From an optimization exercise on the open Yosys and OpenROAD flow, aimed at small area, a short achievable clock period and few clock cycles per item; shortcuts taken in it are not production practice.
Only simulation tests tie the RTL to the original design; equivalence was not proved.

$ cat flow/config.mk
export PLATFORM = sky130hd
export DESIGN_NAME = serial_multiplier
export DESIGN_NICKNAME = serial_multiplier
export VERILOG_FILES = /design/flow/design.v
export SDC_FILE = /design/flow/constraint.sdc
export NUM_CORES = 4
export LEC_CHECK = 0
export CAP_MARGIN = 20
export CORE_MARGIN = 2
export CORE_UTILIZATION = 40
export SETUP_SLACK_MARGIN = 2.3
export SLEW_MARGIN = 20
$ cat flow/constraint.sdc
create_clock -name core_clock -period 5.5 [get_ports {clk}]
set_input_delay 1.1000 -clock core_clock [delete_from_list [all_inputs] [get_ports {clk}]]
set_output_delay 1.1000 -clock core_clock [all_outputs]
set_load 0.01 [all_outputs]
$ cat flow/design.v
`timescale 1ns / 1ps
module serial_multiplier (
    input  logic        clk,
    input  logic        rst,
    input  logic        start,
    input  logic [2:0]  funct3,         
    input  logic [31:0] A,
    input  logic [31:0] B,
    output logic [63:0] result_64,      
    output logic [31:0] result,         
    output logic        ready,
    output logic        stall
);
    localparam logic [31:0] KUP = 32'h9999999c;
    logic        busy;
    logic [3:0]  cnt;
    logic        first;                 
    logic        fin;                   
    logic        xg;                    
    logic [32:0] a;                     
    logic [33:0] hs, hc;                
    logic [3:0]  lo_s, lo_c;            
    logic        cin;                   
    logic [31:0] l;                     
    logic [1:0]  one, two, neg;         
    logic        d16;                   
    logic        hi_sel;                
    wire a_sgn = (funct3 != 3'b011);
    wire b_sgn = funct3[2] | ~funct3[1];
    function automatic logic [5:0] booth(input logic [4:0] t);
        logic [1:0] o, w, n;
        for (int i = 0; i < 2; i++) begin
            o[i] = t[2*i+1] ^ t[2*i];
            w[i] = (t[2*i+2] & ~t[2*i+1] & ~t[2*i]) | (~t[2*i+2] & t[2*i+1] & t[2*i]);
            n[i] = t[2*i+2] & ~(t[2*i+1] & t[2*i]);
        end
        booth = {n, w, o};
    endfunction
    function automatic logic [34:0] pprow(input logic o, input logic w, input logic n,
                                          input logic [32:0] m);
        logic [34:0] p;
        p = (({35{o}} & {{2{m[32]}}, m}) | ({35{w}} & {m[32], m, 1'b0})) ^ {35{n}};
        pprow = {~p[34], p[33:0]};
    endfunction
    wire [34:0] u0 = pprow(one[0], two[0], neg[0], a);
    wire [34:0] u1 = pprow(one[1], two[1], neg[1], a);
    wire [32:0] xr = a & {33{xg}};
    wire [32:0] ux = {~xr[32], xr[31:0]};
    wire [33:0] hs_in = hs & {34{~first}};
    wire [33:0] hc_in = hc & {34{~first}};
    logic [37:0] cs_s, cs_c;
    wire fs0, fc0, fs1, fc1, fs2, fc2, fs3, fc3, fs4, fc4, fs5, fc5, fs6, fc6, fs7, fc7, fs8, fc8, fs9, fc9, fs10, fc10, fs11, fc11, fs12, fc12, fs13, fc13, fs14, fc14, fs15, fc15, fs16, fc16, fs17, fc17, fs18, fc18, fs19, fc19, fs20, fc20, fs21, fc21, fs22, fc22, fs23, fc23, fs24, fc24, fs25, fc25, fs26, fc26, fs27, fc27, fs28, fc28, fs29, fc29, fs30, fc30, fs31, fc31, fs32, fc32, fs33, fc33, fs34, fc34, fs35, fc35, fs36, fc36, fs37, fc37, fs38, fc38, fs39, fc39, fs40, fc40, fs41, fc41, fs42, fc42, fs43, fc43, fs44, fc44, fs45, fc45, fs46, fc46, fs47, fc47, fs48, fc48, fs49, fc49, fs50, fc50, fs51, fc51, fs52, fc52, fs53, fc53, fs54, fc54, fs55, fc55, fs56, fc56, fs57, fc57, fs58, fc58, fs59, fc59, fs60, fc60, fs61, fc61, fs62, fc62, fs63, fc63, fs64, fc64, fs65, fc65, fs66, fc66, fs67, fc67, fs68, fc68, fs69, fc69, fs70, fc70, fs71, fc71, fs72, fc72, fs73, fc73, fs74, fc74, fs75, fc75, fs76, fc76, fs77, fc77, fs78, fc78, fs79, fc79, fs80, fc80, fs81, fc81, fs82, fc82, fs83, fc83, fs84, fc84, fs85, fc85, fs86, fc86, fs87, fc87, fs88, fc88, fs89, fc89, fs90, fc90, fs91, fc91, fs92, fc92, fs93, fc93, fs94, fc94, fs95, fc95, fs96, fc96, fs97, fc97, fs98, fc98, fs99, fc99;
    assign fs0 = hs_in[0] ^ hc_in[0] ^ neg[0];
    assign fc0 = (hs_in[0] & hc_in[0]) | (hs_in[0] & neg[0]) | (hc_in[0] & neg[0]);
    assign fs1 = hs_in[1] ^ hc_in[1] ^ u0[1];
    assign fc1 = (hs_in[1] & hc_in[1]) | (hs_in[1] & u0[1]) | (hc_in[1] & u0[1]);
    assign fs2 = hs_in[2] ^ hc_in[2] ^ neg[1];
    assign fc2 = (hs_in[2] & hc_in[2]) | (hs_in[2] & neg[1]) | (hc_in[2] & neg[1]);
    assign fs3 = u0[2] ^ u1[0] ^ fs2;
    assign fc3 = (u0[2] & u1[0]) | (u0[2] & fs2) | (u1[0] & fs2);
    assign fs4 = hs_in[3] ^ hc_in[3] ^ u0[3];
    assign fc4 = (hs_in[3] & hc_in[3]) | (hs_in[3] & u0[3]) | (hc_in[3] & u0[3]);
    assign fs5 = u1[1] ^ fc2 ^ fs4;
    assign fc5 = (u1[1] & fc2) | (u1[1] & fs4) | (fc2 & fs4);
    assign fs6 = hs_in[4] ^ hc_in[4] ^ ux[0];
    assign fc6 = (hs_in[4] & hc_in[4]) | (hs_in[4] & ux[0]) | (hc_in[4] & ux[0]);
    assign fs7 = u0[4] ^ u1[2] ^ fs6;
    assign fc7 = (u0[4] & u1[2]) | (u0[4] & fs6) | (u1[2] & fs6);
    assign fs8 = fc4 ^ fs7 ^ fc5;
    assign fc8 = (fc4 & fs7) | (fc4 & fc5) | (fs7 & fc5);
    assign fs9 = hs_in[5] ^ hc_in[5] ^ ux[1];
    assign fc9 = (hs_in[5] & hc_in[5]) | (hs_in[5] & ux[1]) | (hc_in[5] & ux[1]);
    assign fs10 = u0[5] ^ u1[3] ^ fc6;
    assign fc10 = (u0[5] & u1[3]) | (u0[5] & fc6) | (u1[3] & fc6);
    assign fs11 = fs9 ^ fs10 ^ fc7;
    assign fc11 = (fs9 & fs10) | (fs9 & fc7) | (fs10 & fc7);
    assign fs12 = hs_in[6] ^ hc_in[6] ^ ux[2];
    assign fc12 = (hs_in[6] & hc_in[6]) | (hs_in[6] & ux[2]) | (hc_in[6] & ux[2]);
    assign fs13 = u0[6] ^ u1[4] ^ fc9;
    assign fc13 = (u0[6] & u1[4]) | (u0[6] & fc9) | (u1[4] & fc9);
    assign fs14 = fs12 ^ fc10 ^ fs13;
    assign fc14 = (fs12 & fc10) | (fs12 & fs13) | (fc10 & fs13);
    assign fs15 = hs_in[7] ^ hc_in[7] ^ ux[3];
    assign fc15 = (hs_in[7] & hc_in[7]) | (hs_in[7] & ux[3]) | (hc_in[7] & ux[3]);
    assign fs16 = u0[7] ^ u1[5] ^ fc12;
    assign fc16 = (u0[7] & u1[5]) | (u0[7] & fc12) | (u1[5] & fc12);
    assign fs17 = fs15 ^ fc13 ^ fs16;
    assign fc17 = (fs15 & fc13) | (fs15 & fs16) | (fc13 & fs16);
    assign fs18 = hs_in[8] ^ hc_in[8] ^ ux[4];
    assign fc18 = (hs_in[8] & hc_in[8]) | (hs_in[8] & ux[4]) | (hc_in[8] & ux[4]);
    assign fs19 = u0[8] ^ u1[6] ^ fc15;
    assign fc19 = (u0[8] & u1[6]) | (u0[8] & fc15) | (u1[6] & fc15);
    assign fs20 = fs18 ^ fc16 ^ fs19;
    assign fc20 = (fs18 & fc16) | (fs18 & fs19) | (fc16 & fs19);
    assign fs21 = hs_in[9] ^ hc_in[9] ^ ux[5];
    assign fc21 = (hs_in[9] & hc_in[9]) | (hs_in[9] & ux[5]) | (hc_in[9] & ux[5]);
    assign fs22 = u0[9] ^ u1[7] ^ fc18;
    assign fc22 = (u0[9] & u1[7]) | (u0[9] & fc18) | (u1[7] & fc18);
    assign fs23 = fs21 ^ fc19 ^ fs22;
    assign fc23 = (fs21 & fc19) | (fs21 & fs22) | (fc19 & fs22);
    assign fs24 = hs_in[10] ^ hc_in[10] ^ ux[6];
    assign fc24 = (hs_in[10] & hc_in[10]) | (hs_in[10] & ux[6]) | (hc_in[10] & ux[6]);
    assign fs25 = u0[10] ^ u1[8] ^ fc21;
    assign fc25 = (u0[10] & u1[8]) | (u0[10] & fc21) | (u1[8] & fc21);
    assign fs26 = fs24 ^ fc22 ^ fs25;
    assign fc26 = (fs24 & fc22) | (fs24 & fs25) | (fc22 & fs25);
    assign fs27 = hs_in[11] ^ hc_in[11] ^ ux[7];
    assign fc27 = (hs_in[11] & hc_in[11]) | (hs_in[11] & ux[7]) | (hc_in[11] & ux[7]);
    assign fs28 = u0[11] ^ u1[9] ^ fc24;
    assign fc28 = (u0[11] & u1[9]) | (u0[11] & fc24) | (u1[9] & fc24);
    assign fs29 = fs27 ^ fc25 ^ fs28;
    assign fc29 = (fs27 & fc25) | (fs27 & fs28) | (fc25 & fs28);
    assign fs30 = hs_in[12] ^ hc_in[12] ^ ux[8];
    assign fc30 = (hs_in[12] & hc_in[12]) | (hs_in[12] & ux[8]) | (hc_in[12] & ux[8]);
    assign fs31 = u0[12] ^ u1[10] ^ fc27;
    assign fc31 = (u0[12] & u1[10]) | (u0[12] & fc27) | (u1[10] & fc27);
    assign fs32 = fs30 ^ fc28 ^ fs31;
    assign fc32 = (fs30 & fc28) | (fs30 & fs31) | (fc28 & fs31);
    assign fs33 = hs_in[13] ^ hc_in[13] ^ ux[9];
    assign fc33 = (hs_in[13] & hc_in[13]) | (hs_in[13] & ux[9]) | (hc_in[13] & ux[9]);
    assign fs34 = u0[13] ^ u1[11] ^ fc30;
    assign fc34 = (u0[13] & u1[11]) | (u0[13] & fc30) | (u1[11] & fc30);
    assign fs35 = fs33 ^ fc31 ^ fs34;
    assign fc35 = (fs33 & fc31) | (fs33 & fs34) | (fc31 & fs34);
    assign fs36 = hs_in[14] ^ hc_in[14] ^ ux[10];
    assign fc36 = (hs_in[14] & hc_in[14]) | (hs_in[14] & ux[10]) | (hc_in[14] & ux[10]);
    assign fs37 = u0[14] ^ u1[12] ^ fc33;
    assign fc37 = (u0[14] & u1[12]) | (u0[14] & fc33) | (u1[12] & fc33);
    assign fs38 = fs36 ^ fc34 ^ fs37;
    assign fc38 = (fs36 & fc34) | (fs36 & fs37) | (fc34 & fs37);
    assign fs39 = hs_in[15] ^ hc_in[15] ^ ux[11];
    assign fc39 = (hs_in[15] & hc_in[15]) | (hs_in[15] & ux[11]) | (hc_in[15] & ux[11]);
    assign fs40 = u0[15] ^ u1[13] ^ fc36;
    assign fc40 = (u0[15] & u1[13]) | (u0[15] & fc36) | (u1[13] & fc36);
    assign fs41 = fs39 ^ fc37 ^ fs40;
    assign fc41 = (fs39 & fc37) | (fs39 & fs40) | (fc37 & fs40);
    assign fs42 = hs_in[16] ^ hc_in[16] ^ ux[12];
    assign fc42 = (hs_in[16] & hc_in[16]) | (hs_in[16] & ux[12]) | (hc_in[16] & ux[12]);
    assign fs43 = u0[16] ^ u1[14] ^ fc39;
    assign fc43 = (u0[16] & u1[14]) | (u0[16] & fc39) | (u1[14] & fc39);
    assign fs44 = fs42 ^ fc40 ^ fs43;
    assign fc44 = (fs42 & fc40) | (fs42 & fs43) | (fc40 & fs43);
    assign fs45 = hs_in[17] ^ hc_in[17] ^ ux[13];
    assign fc45 = (hs_in[17] & hc_in[17]) | (hs_in[17] & ux[13]) | (hc_in[17] & ux[13]);
    assign fs46 = u0[17] ^ u1[15] ^ fc42;
    assign fc46 = (u0[17] & u1[15]) | (u0[17] & fc42) | (u1[15] & fc42);
    assign fs47 = fs45 ^ fc43 ^ fs46;
    assign fc47 = (fs45 & fc43) | (fs45 & fs46) | (fc43 & fs46);
    assign fs48 = hs_in[18] ^ hc_in[18] ^ ux[14];
    assign fc48 = (hs_in[18] & hc_in[18]) | (hs_in[18] & ux[14]) | (hc_in[18] & ux[14]);
    assign fs49 = u0[18] ^ u1[16] ^ fc45;
    assign fc49 = (u0[18] & u1[16]) | (u0[18] & fc45) | (u1[16] & fc45);
    assign fs50 = fs48 ^ fc46 ^ fs49;
    assign fc50 = (fs48 & fc46) | (fs48 & fs49) | (fc46 & fs49);
    assign fs51 = hs_in[19] ^ hc_in[19] ^ ux[15];
    assign fc51 = (hs_in[19] & hc_in[19]) | (hs_in[19] & ux[15]) | (hc_in[19] & ux[15]);
    assign fs52 = u0[19] ^ u1[17] ^ fc48;
    assign fc52 = (u0[19] & u1[17]) | (u0[19] & fc48) | (u1[17] & fc48);
    assign fs53 = fs51 ^ fc49 ^ fs52;
    assign fc53 = (fs51 & fc49) | (fs51 & fs52) | (fc49 & fs52);
    assign fs54 = hs_in[20] ^ hc_in[20] ^ ux[16];
    assign fc54 = (hs_in[20] & hc_in[20]) | (hs_in[20] & ux[16]) | (hc_in[20] & ux[16]);
    assign fs55 = u0[20] ^ u1[18] ^ fc51;
    assign fc55 = (u0[20] & u1[18]) | (u0[20] & fc51) | (u1[18] & fc51);
    assign fs56 = fs54 ^ fc52 ^ fs55;
    assign fc56 = (fs54 & fc52) | (fs54 & fs55) | (fc52 & fs55);
    assign fs57 = hs_in[21] ^ hc_in[21] ^ ux[17];
    assign fc57 = (hs_in[21] & hc_in[21]) | (hs_in[21] & ux[17]) | (hc_in[21] & ux[17]);
    assign fs58 = u0[21] ^ u1[19] ^ fc54;
    assign fc58 = (u0[21] & u1[19]) | (u0[21] & fc54) | (u1[19] & fc54);
    assign fs59 = fs57 ^ fc55 ^ fs58;
    assign fc59 = (fs57 & fc55) | (fs57 & fs58) | (fc55 & fs58);
    assign fs60 = hs_in[22] ^ hc_in[22] ^ ux[18];
    assign fc60 = (hs_in[22] & hc_in[22]) | (hs_in[22] & ux[18]) | (hc_in[22] & ux[18]);
    assign fs61 = u0[22] ^ u1[20] ^ fc57;
    assign fc61 = (u0[22] & u1[20]) | (u0[22] & fc57) | (u1[20] & fc57);
    assign fs62 = fs60 ^ fc58 ^ fs61;
    assign fc62 = (fs60 & fc58) | (fs60 & fs61) | (fc58 & fs61);
    assign fs63 = hs_in[23] ^ hc_in[23] ^ ux[19];
    assign fc63 = (hs_in[23] & hc_in[23]) | (hs_in[23] & ux[19]) | (hc_in[23] & ux[19]);
    assign fs64 = u0[23] ^ u1[21] ^ fc60;
    assign fc64 = (u0[23] & u1[21]) | (u0[23] & fc60) | (u1[21] & fc60);
    assign fs65 = fs63 ^ fc61 ^ fs64;
    assign fc65 = (fs63 & fc61) | (fs63 & fs64) | (fc61 & fs64);
    assign fs66 = hs_in[24] ^ hc_in[24] ^ ux[20];
    assign fc66 = (hs_in[24] & hc_in[24]) | (hs_in[24] & ux[20]) | (hc_in[24] & ux[20]);
    assign fs67 = u0[24] ^ u1[22] ^ fc63;
    assign fc67 = (u0[24] & u1[22]) | (u0[24] & fc63) | (u1[22] & fc63);
    assign fs68 = fs66 ^ fc64 ^ fs67;
    assign fc68 = (fs66 & fc64) | (fs66 & fs67) | (fc64 & fs67);
    assign fs69 = hs_in[25] ^ hc_in[25] ^ ux[21];
    assign fc69 = (hs_in[25] & hc_in[25]) | (hs_in[25] & ux[21]) | (hc_in[25] & ux[21]);
    assign fs70 = u0[25] ^ u1[23] ^ fc66;
    assign fc70 = (u0[25] & u1[23]) | (u0[25] & fc66) | (u1[23] & fc66);
    assign fs71 = fs69 ^ fc67 ^ fs70;
    assign fc71 = (fs69 & fc67) | (fs69 & fs70) | (fc67 & fs70);
    assign fs72 = hs_in[26] ^ hc_in[26] ^ ux[22];
    assign fc72 = (hs_in[26] & hc_in[26]) | (hs_in[26] & ux[22]) | (hc_in[26] & ux[22]);
    assign fs73 = u0[26] ^ u1[24] ^ fc69;
    assign fc73 = (u0[26] & u1[24]) | (u0[26] & fc69) | (u1[24] & fc69);
    assign fs74 = fs72 ^ fc70 ^ fs73;
    assign fc74 = (fs72 & fc70) | (fs72 & fs73) | (fc70 & fs73);
    assign fs75 = hs_in[27] ^ hc_in[27] ^ ux[23];
    assign fc75 = (hs_in[27] & hc_in[27]) | (hs_in[27] & ux[23]) | (hc_in[27] & ux[23]);
    assign fs76 = u0[27] ^ u1[25] ^ fc72;
    assign fc76 = (u0[27] & u1[25]) | (u0[27] & fc72) | (u1[25] & fc72);
    assign fs77 = fs75 ^ fc73 ^ fs76;
    assign fc77 = (fs75 & fc73) | (fs75 & fs76) | (fc73 & fs76);
    assign fs78 = hs_in[28] ^ hc_in[28] ^ ux[24];
    assign fc78 = (hs_in[28] & hc_in[28]) | (hs_in[28] & ux[24]) | (hc_in[28] & ux[24]);
    assign fs79 = u0[28] ^ u1[26] ^ fc75;
    assign fc79 = (u0[28] & u1[26]) | (u0[28] & fc75) | (u1[26] & fc75);
    assign fs80 = fs78 ^ fc76 ^ fs79;
    assign fc80 = (fs78 & fc76) | (fs78 & fs79) | (fc76 & fs79);
    assign fs81 = hs_in[29] ^ hc_in[29] ^ ux[25];
    assign fc81 = (hs_in[29] & hc_in[29]) | (hs_in[29] & ux[25]) | (hc_in[29] & ux[25]);
    assign fs82 = u0[29] ^ u1[27] ^ fc78;
    assign fc82 = (u0[29] & u1[27]) | (u0[29] & fc78) | (u1[27] & fc78);
    assign fs83 = fs81 ^ fc79 ^ fs82;
    assign fc83 = (fs81 & fc79) | (fs81 & fs82) | (fc79 & fs82);
    assign fs84 = hs_in[30] ^ hc_in[30] ^ ux[26];
    assign fc84 = (hs_in[30] & hc_in[30]) | (hs_in[30] & ux[26]) | (hc_in[30] & ux[26]);
    assign fs85 = u0[30] ^ u1[28] ^ fc81;
    assign fc85 = (u0[30] & u1[28]) | (u0[30] & fc81) | (u1[28] & fc81);
    assign fs86 = fs84 ^ fc82 ^ fs85;
    assign fc86 = (fs84 & fc82) | (fs84 & fs85) | (fc82 & fs85);
    assign fs87 = hs_in[31] ^ hc_in[31] ^ ux[27];
    assign fc87 = (hs_in[31] & hc_in[31]) | (hs_in[31] & ux[27]) | (hc_in[31] & ux[27]);
    assign fs88 = u0[31] ^ u1[29] ^ fc84;
    assign fc88 = (u0[31] & u1[29]) | (u0[31] & fc84) | (u1[29] & fc84);
    assign fs89 = fs87 ^ fc85 ^ fs88;
    assign fc89 = (fs87 & fc85) | (fs87 & fs88) | (fc85 & fs88);
    assign fs90 = hs_in[32] ^ hc_in[32] ^ ux[28];
    assign fc90 = (hs_in[32] & hc_in[32]) | (hs_in[32] & ux[28]) | (hc_in[32] & ux[28]);
    assign fs91 = u0[32] ^ u1[30] ^ fc87;
    assign fc91 = (u0[32] & u1[30]) | (u0[32] & fc87) | (u1[30] & fc87);
    assign fs92 = fs90 ^ fc88 ^ fs91;
    assign fc92 = (fs90 & fc88) | (fs90 & fs91) | (fc88 & fs91);
    assign fs93 = hs_in[33] ^ hc_in[33] ^ ux[29];
    assign fc93 = (hs_in[33] & hc_in[33]) | (hs_in[33] & ux[29]) | (hc_in[33] & ux[29]);
    assign fs94 = u0[33] ^ u1[31] ^ fc90;
    assign fc94 = (u0[33] & u1[31]) | (u0[33] & fc90) | (u1[31] & fc90);
    assign fs95 = fs93 ^ fc91 ^ fs94;
    assign fc95 = (fs93 & fc91) | (fs93 & fs94) | (fc91 & fs94);
    assign fs96 = ux[30] ^ u0[34] ^ u1[32];
    assign fc96 = (ux[30] & u0[34]) | (ux[30] & u1[32]) | (u0[34] & u1[32]);
    assign fs97 = fc93 ^ fc94 ^ fs96;
    assign fc97 = (fc93 & fc94) | (fc93 & fs96) | (fc94 & fs96);
    assign fs98 = ux[31] ^ u1[33] ^ fc96;
    assign fc98 = (ux[31] & u1[33]) | (ux[31] & fc96) | (u1[33] & fc96);
    assign fs99 = ux[32] ^ u1[34] ^ fc98;
    assign fc99 = (ux[32] & u1[34]) | (ux[32] & fc98) | (u1[34] & fc98);
    assign cs_s[0] = u0[0];
    assign cs_c[0] = fs0;
    assign cs_s[1] = fc0;
    assign cs_c[1] = fs1;
    assign cs_s[2] = fc1;
    assign cs_c[2] = fs3;
    assign cs_s[3] = fc3;
    assign cs_c[3] = fs5;
    assign cs_s[4] = fs8;
    assign cs_c[4] = 1'b0;
    assign cs_s[5] = fc8;
    assign cs_c[5] = fs11;
    assign cs_s[6] = fc11;
    assign cs_c[6] = fs14;
    assign cs_s[7] = fc14;
    assign cs_c[7] = fs17;
    assign cs_s[8] = fc17;
    assign cs_c[8] = fs20;
    assign cs_s[9] = fc20;
    assign cs_c[9] = fs23;
    assign cs_s[10] = fc23;
    assign cs_c[10] = fs26;
    assign cs_s[11] = fc26;
    assign cs_c[11] = fs29;
    assign cs_s[12] = fc29;
    assign cs_c[12] = fs32;
    assign cs_s[13] = fc32;
    assign cs_c[13] = fs35;
    assign cs_s[14] = fc35;
    assign cs_c[14] = fs38;
    assign cs_s[15] = fc38;
    assign cs_c[15] = fs41;
    assign cs_s[16] = fc41;
    assign cs_c[16] = fs44;
    assign cs_s[17] = fc44;
    assign cs_c[17] = fs47;
    assign cs_s[18] = fc47;
    assign cs_c[18] = fs50;
    assign cs_s[19] = fc50;
    assign cs_c[19] = fs53;
    assign cs_s[20] = fc53;
    assign cs_c[20] = fs56;
    assign cs_s[21] = fc56;
    assign cs_c[21] = fs59;
    assign cs_s[22] = fc59;
    assign cs_c[22] = fs62;
    assign cs_s[23] = fc62;
    assign cs_c[23] = fs65;
    assign cs_s[24] = fc65;
    assign cs_c[24] = fs68;
    assign cs_s[25] = fc68;
    assign cs_c[25] = fs71;
    assign cs_s[26] = fc71;
    assign cs_c[26] = fs74;
    assign cs_s[27] = fc74;
    assign cs_c[27] = fs77;
    assign cs_s[28] = fc77;
    assign cs_c[28] = fs80;
    assign cs_s[29] = fc80;
    assign cs_c[29] = fs83;
    assign cs_s[30] = fc83;
    assign cs_c[30] = fs86;
    assign cs_s[31] = fc86;
    assign cs_c[31] = fs89;
    assign cs_s[32] = fc89;
    assign cs_c[32] = fs92;
    assign cs_s[33] = fc92;
    assign cs_c[33] = fs95;
    assign cs_s[34] = fc95;
    assign cs_c[34] = fs97;
    assign cs_s[35] = fc97;
    assign cs_c[35] = fs98;
    assign cs_s[36] = fs99;
    assign cs_c[36] = 1'b0;
    assign cs_s[37] = fc99;
    assign cs_c[37] = 1'b0;
    wire [5:0] lo_w = {1'b0, lo_s, 1'b1} + {1'b0, lo_c, cin};
    wire [4:0] lo_sum = lo_w[5:1];
    wire [31:0] fs = hs[31:0] ^ hc[31:0] ^ KUP;
    wire [31:0] fc = (hs[31:0] & hc[31:0]) | (hs[31:0] & KUP) | (hc[31:0] & KUP);
    wire [32:0] upw = {fs, 1'b1} + {fc[30:0], 1'b0, lo_sum[4]};
    wire [31:0] up = upw[32:1];
    always_ff @(posedge clk or posedge rst) begin
        if (rst) begin
            busy  <= 1'b0;
            ready <= 1'b0;
        end else begin
            busy  <= busy ? !fin : start;
            ready <= busy & fin;
        end
    end
    always_ff @(posedge clk) begin
        first <= ~busy;
        fin   <= busy & (cnt == 4'd7);
        xg    <= busy & (cnt == 4'd6) & d16;
        cnt   <= busy ? cnt + 4'd1 : 4'd0;
        hs    <= cs_s[37:4];
        hc    <= cs_c[37:4];
        lo_s  <= cs_s[3:0];
        lo_c  <= cs_c[3:0];
        cin   <= ~first & lo_sum[4];
        if (fin)
            a <= {1'b0, up};
        else if (!busy)
            a <= {a_sgn & A[31], A};
        if (busy) begin
            l <= {lo_sum[3:0], l[31:4]};
            {neg, two, one} <= booth(l[7:3]);
        end else begin
            l <= B;
            {neg, two, one} <= booth({B[3:0], 1'b0});
            d16    <= ~b_sgn & B[31];
            hi_sel <= ~funct3[2] & (funct3[1] | funct3[0]);
        end
    end
    assign stall     = busy;
    assign result_64 = {a[31:0], l};
    assign result    = hi_sel ? a[31:0] : l;
endmodule
$ cat flow/run.sh
#!/bin/bash
# synth_recipe.tcl (not shown) runs the flow's synth.tcl, then flattens the netlist and writes it again
# the make line also repeats each setting of config.mk as NAME=value (left out here)
make -C /OpenROAD-flow-scripts/flow DESIGN_CONFIG=/design/flow/config.mk WORK_HOME=/design/flow/orfs CLKGATE_MAP_FILE= SYNTH_SCRIPT=/design/flow/synth_recipe.tcl finish
==> run notes <==
Worst setup path:
- For this run, the slowest stage of the critical path takes just under 500 ps.
- The slowest library cell on the worst path is sky130_fd_sc_hd__clkdlybuf4s50_1.
- In this run the worst path has a maximum fanout of 12.
- For the worst setup path, the data arrival time is 2000 ps.
- The category of the worst setup path launch point is a register.
- Counting stages on the worst path, the most repeated cell is sky130_fd_sc_hd__buf_4.
- The slack of the worst reg-to-reg path is 2400 ps.
- The required time of the worst setup path is 4400 ps.
- The worst setup path is captured at an output port.
- The critical path start-end classification is register to output port.
- The signal on the critical path passes through buf_4 > buf_4 > mux2_2 > clkdlybuf4s50_1.

Yosys:
- The number of warnings reported in the yosys synthesis log is 1.
- In the post-synthesis netlist, the biggest area contributors are sky130_fd_sc_hd__dfxtp_1, sky130_fd_sc_hd__fa_1, sky130_fd_sc_hd__edfxtp_1.
- The cell type with the largest total area after synthesis is sky130_fd_sc_hd__dfxtp_1.
- Synthesis produced a netlist with a net count of 1399.
- Synthesis produced a netlist whose cell count is 1159.
- Sorting the synthesized cells by how often they occur yields sky130_fd_sc_hd__inv_1, sky130_fd_sc_hd__dfxtp_1, sky130_fd_sc_hd__fa_1, sky130_fd_sc_hd__mux2_2, sky130_fd_sc_hd__ha_1.
- In the post-synthesis netlist, the cell with the most instances is sky130_fd_sc_hd__inv_1.
- In the synthesized netlist the dominant register cell turns out to be sky130_fd_sc_hd__dfxtp_1.
- The number of flops mapped to enable cells by yosys is 34.
- In this run the cell area of the synthesized design comes to roughly 0.012 mm2.
- Sequential elements use 30.1% of the synthesized area.
- The area share of the largest cell type after synthesis is 20.8%.
- The synthesized area per cell is 9.96 um2.
- The proportion of synthesized flip-flops having asynchronous set or reset is roughly 1.3%.
- The post-synthesis register bit count is 156.
- The number of different library cells used by synthesis comes to 59.

Clocking:
- The buffer type at the clock tree root is sky130_fd_sc_hd__clkbuf_16.
- The number of buffers between clock root and the deepest sink is 2.
- The clock reaches the later pin of the worst-skew pair after 430 ps.
- TritonCTS built the clock tree.
- After clock tree synthesis, the clock-pin slew on the worst setup and hold paths is ~70 ps.
- The clock net sink count is around 160.
- The total clock buffers created by CTS is 17.
- The CTS H-tree depth is 4.

Route:
- Summed over all nets, wire length on met2 after detailed routing comes to 15300 um.
- Dividing the detail-routed wire length by the instance count gives roughly 19 um.
- The routed layout has approximately 8.6k vias.
- The detailed router finished its first iteration with 539 violations.
- In the routed design, unresolved DRC markers number 0.
- The highest layer used for signal routing is met4.
- The met3 wire length is slightly below 2000 um.
- In this run the remaining antenna-violating nets after routing total 0.
- The number of detailed-route iterations in the first pass is 7.
- The ratio of routed vias to standard cells is 5.11.
- The routed design has 32200 um of wire.
- The met1 layer wirelength in the final routing is 14400 um.

Timing:
- Setup violations remaining at the end of the flow were counted as 0.
- Dividing the final minimum period by the clock period gives between 50% and 60%.
- The number of pins exceeding their max-slew limit in the final report is 0.
- The worst-margin pin slew is between 800 and 900 ps.
- Between clock sinks in the finished design, the worst skew comes to roughly 12 ps.
- Setup repair after global routing left no endpoint under its margin.
- The tightest slew margin relative to the limit is 40.2%.
- The post-layout minimum cycle time is 3100 ps.
- The highest attainable clock frequency is 323 MHz.
- For the final routed database, the setup TNS stands at 0 ps.
- The number of failing hold endpoints at the final stage is 0.

Floorplan:
- The region available for standard cell placement spans 0.0285 mm2.
- The die covers 0.0302 mm2.
- 168 I/O pins were placed.
- The die span in x is 174 um.
- The vertical die dimension is 174 um.
- The effective utilization at floorplan is 40.4%.
- The initialized floorplan defines 62 standard-cell rows.

Layout:
- Relative to the synthesized area, the layout overhead comes to 23.3%.
- In the final design database the tool counted 1524 nets.
- The antenna cell count is 0.
- The finished layout holds 1681 standard cells, fillers aside.
- The ratio of cells with drive above 1 in the final layout is 12.7%.

Global route:
- The total routing usage reported by global routing is 21.5%.
- Entering global routing, the biggest net connects 43 pins.
- The number of global-route vias before repair is 9009.
- The first global-routing pass estimated about 50000 um of wire.
- After global routing the overflow that remains totals 0.
- The initial antenna violation count is 0.

Run:
- The tool flagged a number of max-cap violations equal to 0.

Placed design:
- At the end of routability-driven placement, the weighted congestion stood at 0.822.
- The number of cells after detailed placement is 1635.
- Buffers placed on the I/O ports in this run total 167.
- The HPWL reported at the end of detailed placement is 23300 um.

Run status:
- The run finished with no timing, DRC or antenna violations.

Min path:
- The class of the most critical hold timing path is register to register.
==> layer usage <==
metal | vias up | GRT usage, %
met5 | - | 0
met4 | 0 | 4.87
met3 | 22 | 4.69
met2 | 270 | 35.4
met1 | 4251 | 29.0
li1 | 4042 | -
==> repair_timing <==
action                                  CTS  global route
endpoints found under the setup margin   44            16
hold endpoints to repair                  0             0
hold buffers                              0             0
gates cloned                              0             1
pin swaps                                 3            17
buffers inserted                          5             8
gates resized for setup                   6            31
==> metrics by stage <==
stage	hold WS [ps]	utilization [%]	area, um2	worst slack (ps)
global placement	431	46.7	13300	1930
finish	457	49.9	14200	2400
global route	469	49.9	14200	2290
floorplan	415	-	11500	2470
detailed placement	434	46.7	13300	1870
CTS	454	49.0	14000	2300
==> sequential cells by signal, indices dropped and copies added (netlist names), 2 cells and up <==
name  cells
a        33
lo_s      4
l        32
hs       34
neg       2
lo_c      4
two       2
hc       31
one       2
cnt       4
==> critical path: cells and delay by family, from the launching register on <==
kind,cells,cell delay [ps]
DFF,1,320
buffers and inverters,3,890
muxes,1,360
==> cell type report <==
cell class,count,area [um2]
Sequential cell,156,3480
Fill cell,2710,14300
Inverter,172,646
Timing Repair Buffer,190,1860
Multi-Input combinational cell,747,7170
Tap cell,384,480
Clock inverter,14,151
Clock buffer,18,450
==> cells by family after synthesis <==
logic type	Yosys count	share of synthesized area, %
buffers and inverters	257	9.42
AOI/OAI and AO/OA	181	10.9
adders and majority gates	170	24.8
and+or+nand+nor	217	9.53
DFF	156	30.1
xor gates and xnor gates	100	7.59
muxes	78	7.61
==> path summary, 6_finish.rpt <==
kind | start | to | cells after the start
worst max-delay path | hi_sel | result[25] | 4
worst min-delay path | cnt[3] | xg | 1
worst max register to register | hs[7] | a[20] | 14
worst min register to register | cnt[3] | xg | 1
max in group asynchronous | rst | busy | 2
min in group asynchronous | rst | ready | 2
==> placed cells by master, fill, tap and decap left out, types with 6 or more instances in the layout <==
master	count
sky130_fd_sc_hd__a21o_1	14
sky130_fd_sc_hd__a21oi_1	34
sky130_fd_sc_hd__a22oi_1	67
sky130_fd_sc_hd__and2_1	6
sky130_fd_sc_hd__buf_4	20
sky130_fd_sc_hd__clkbuf_16	18
sky130_fd_sc_hd__clkdlybuf4s50_1	167
sky130_fd_sc_hd__dfxtp_1	114
sky130_fd_sc_hd__dfxtp_2	6
sky130_fd_sc_hd__edfxtp_1	34
sky130_fd_sc_hd__fa_1	98
sky130_fd_sc_hd__ha_1	64
sky130_fd_sc_hd__ha_4	7
sky130_fd_sc_hd__inv_1	172
sky130_fd_sc_hd__mux2_2	78
sky130_fd_sc_hd__nand2_1	69
sky130_fd_sc_hd__nand2b_1	54
sky130_fd_sc_hd__nand3_1	11
sky130_fd_sc_hd__nor2_1	41
sky130_fd_sc_hd__nor3_1	7
sky130_fd_sc_hd__o21ai_0	20
sky130_fd_sc_hd__xnor2_1	31
sky130_fd_sc_hd__xor2_1	69
Testbench counts, summed over its fixed seeds: cycles 32,008, items 3,200.

what the ideal ports hide:
How much do the figures lean on ideal ports? The routed layout below was timed once more, with nothing changed but the port constraints. Step 1, drivers: a clkbuf_16 drives clk and a buf_2 each remaining input, both assumed. Step 2 times the ports against the registers' clock, not the clock port: input delays grow and output delays shrink by t, the midpoint of the rising clock arrivals with the driver on. Slacks: no drivers / after step 1 / after step 2; pairs: no drivers / after step 1.
shift t [ns]: 0.475
setup WS [ns]: 2.401 / 2.349 / 2.403
hold WS [ns]: 0.457 / 0.457 / 0.457
cell pins on the clock port's net: 1
After both steps setup and hold are still met in this run. For this run, drivers alone change the setup slack by -0.052 ns; drivers and shift together by +0.002 ns.
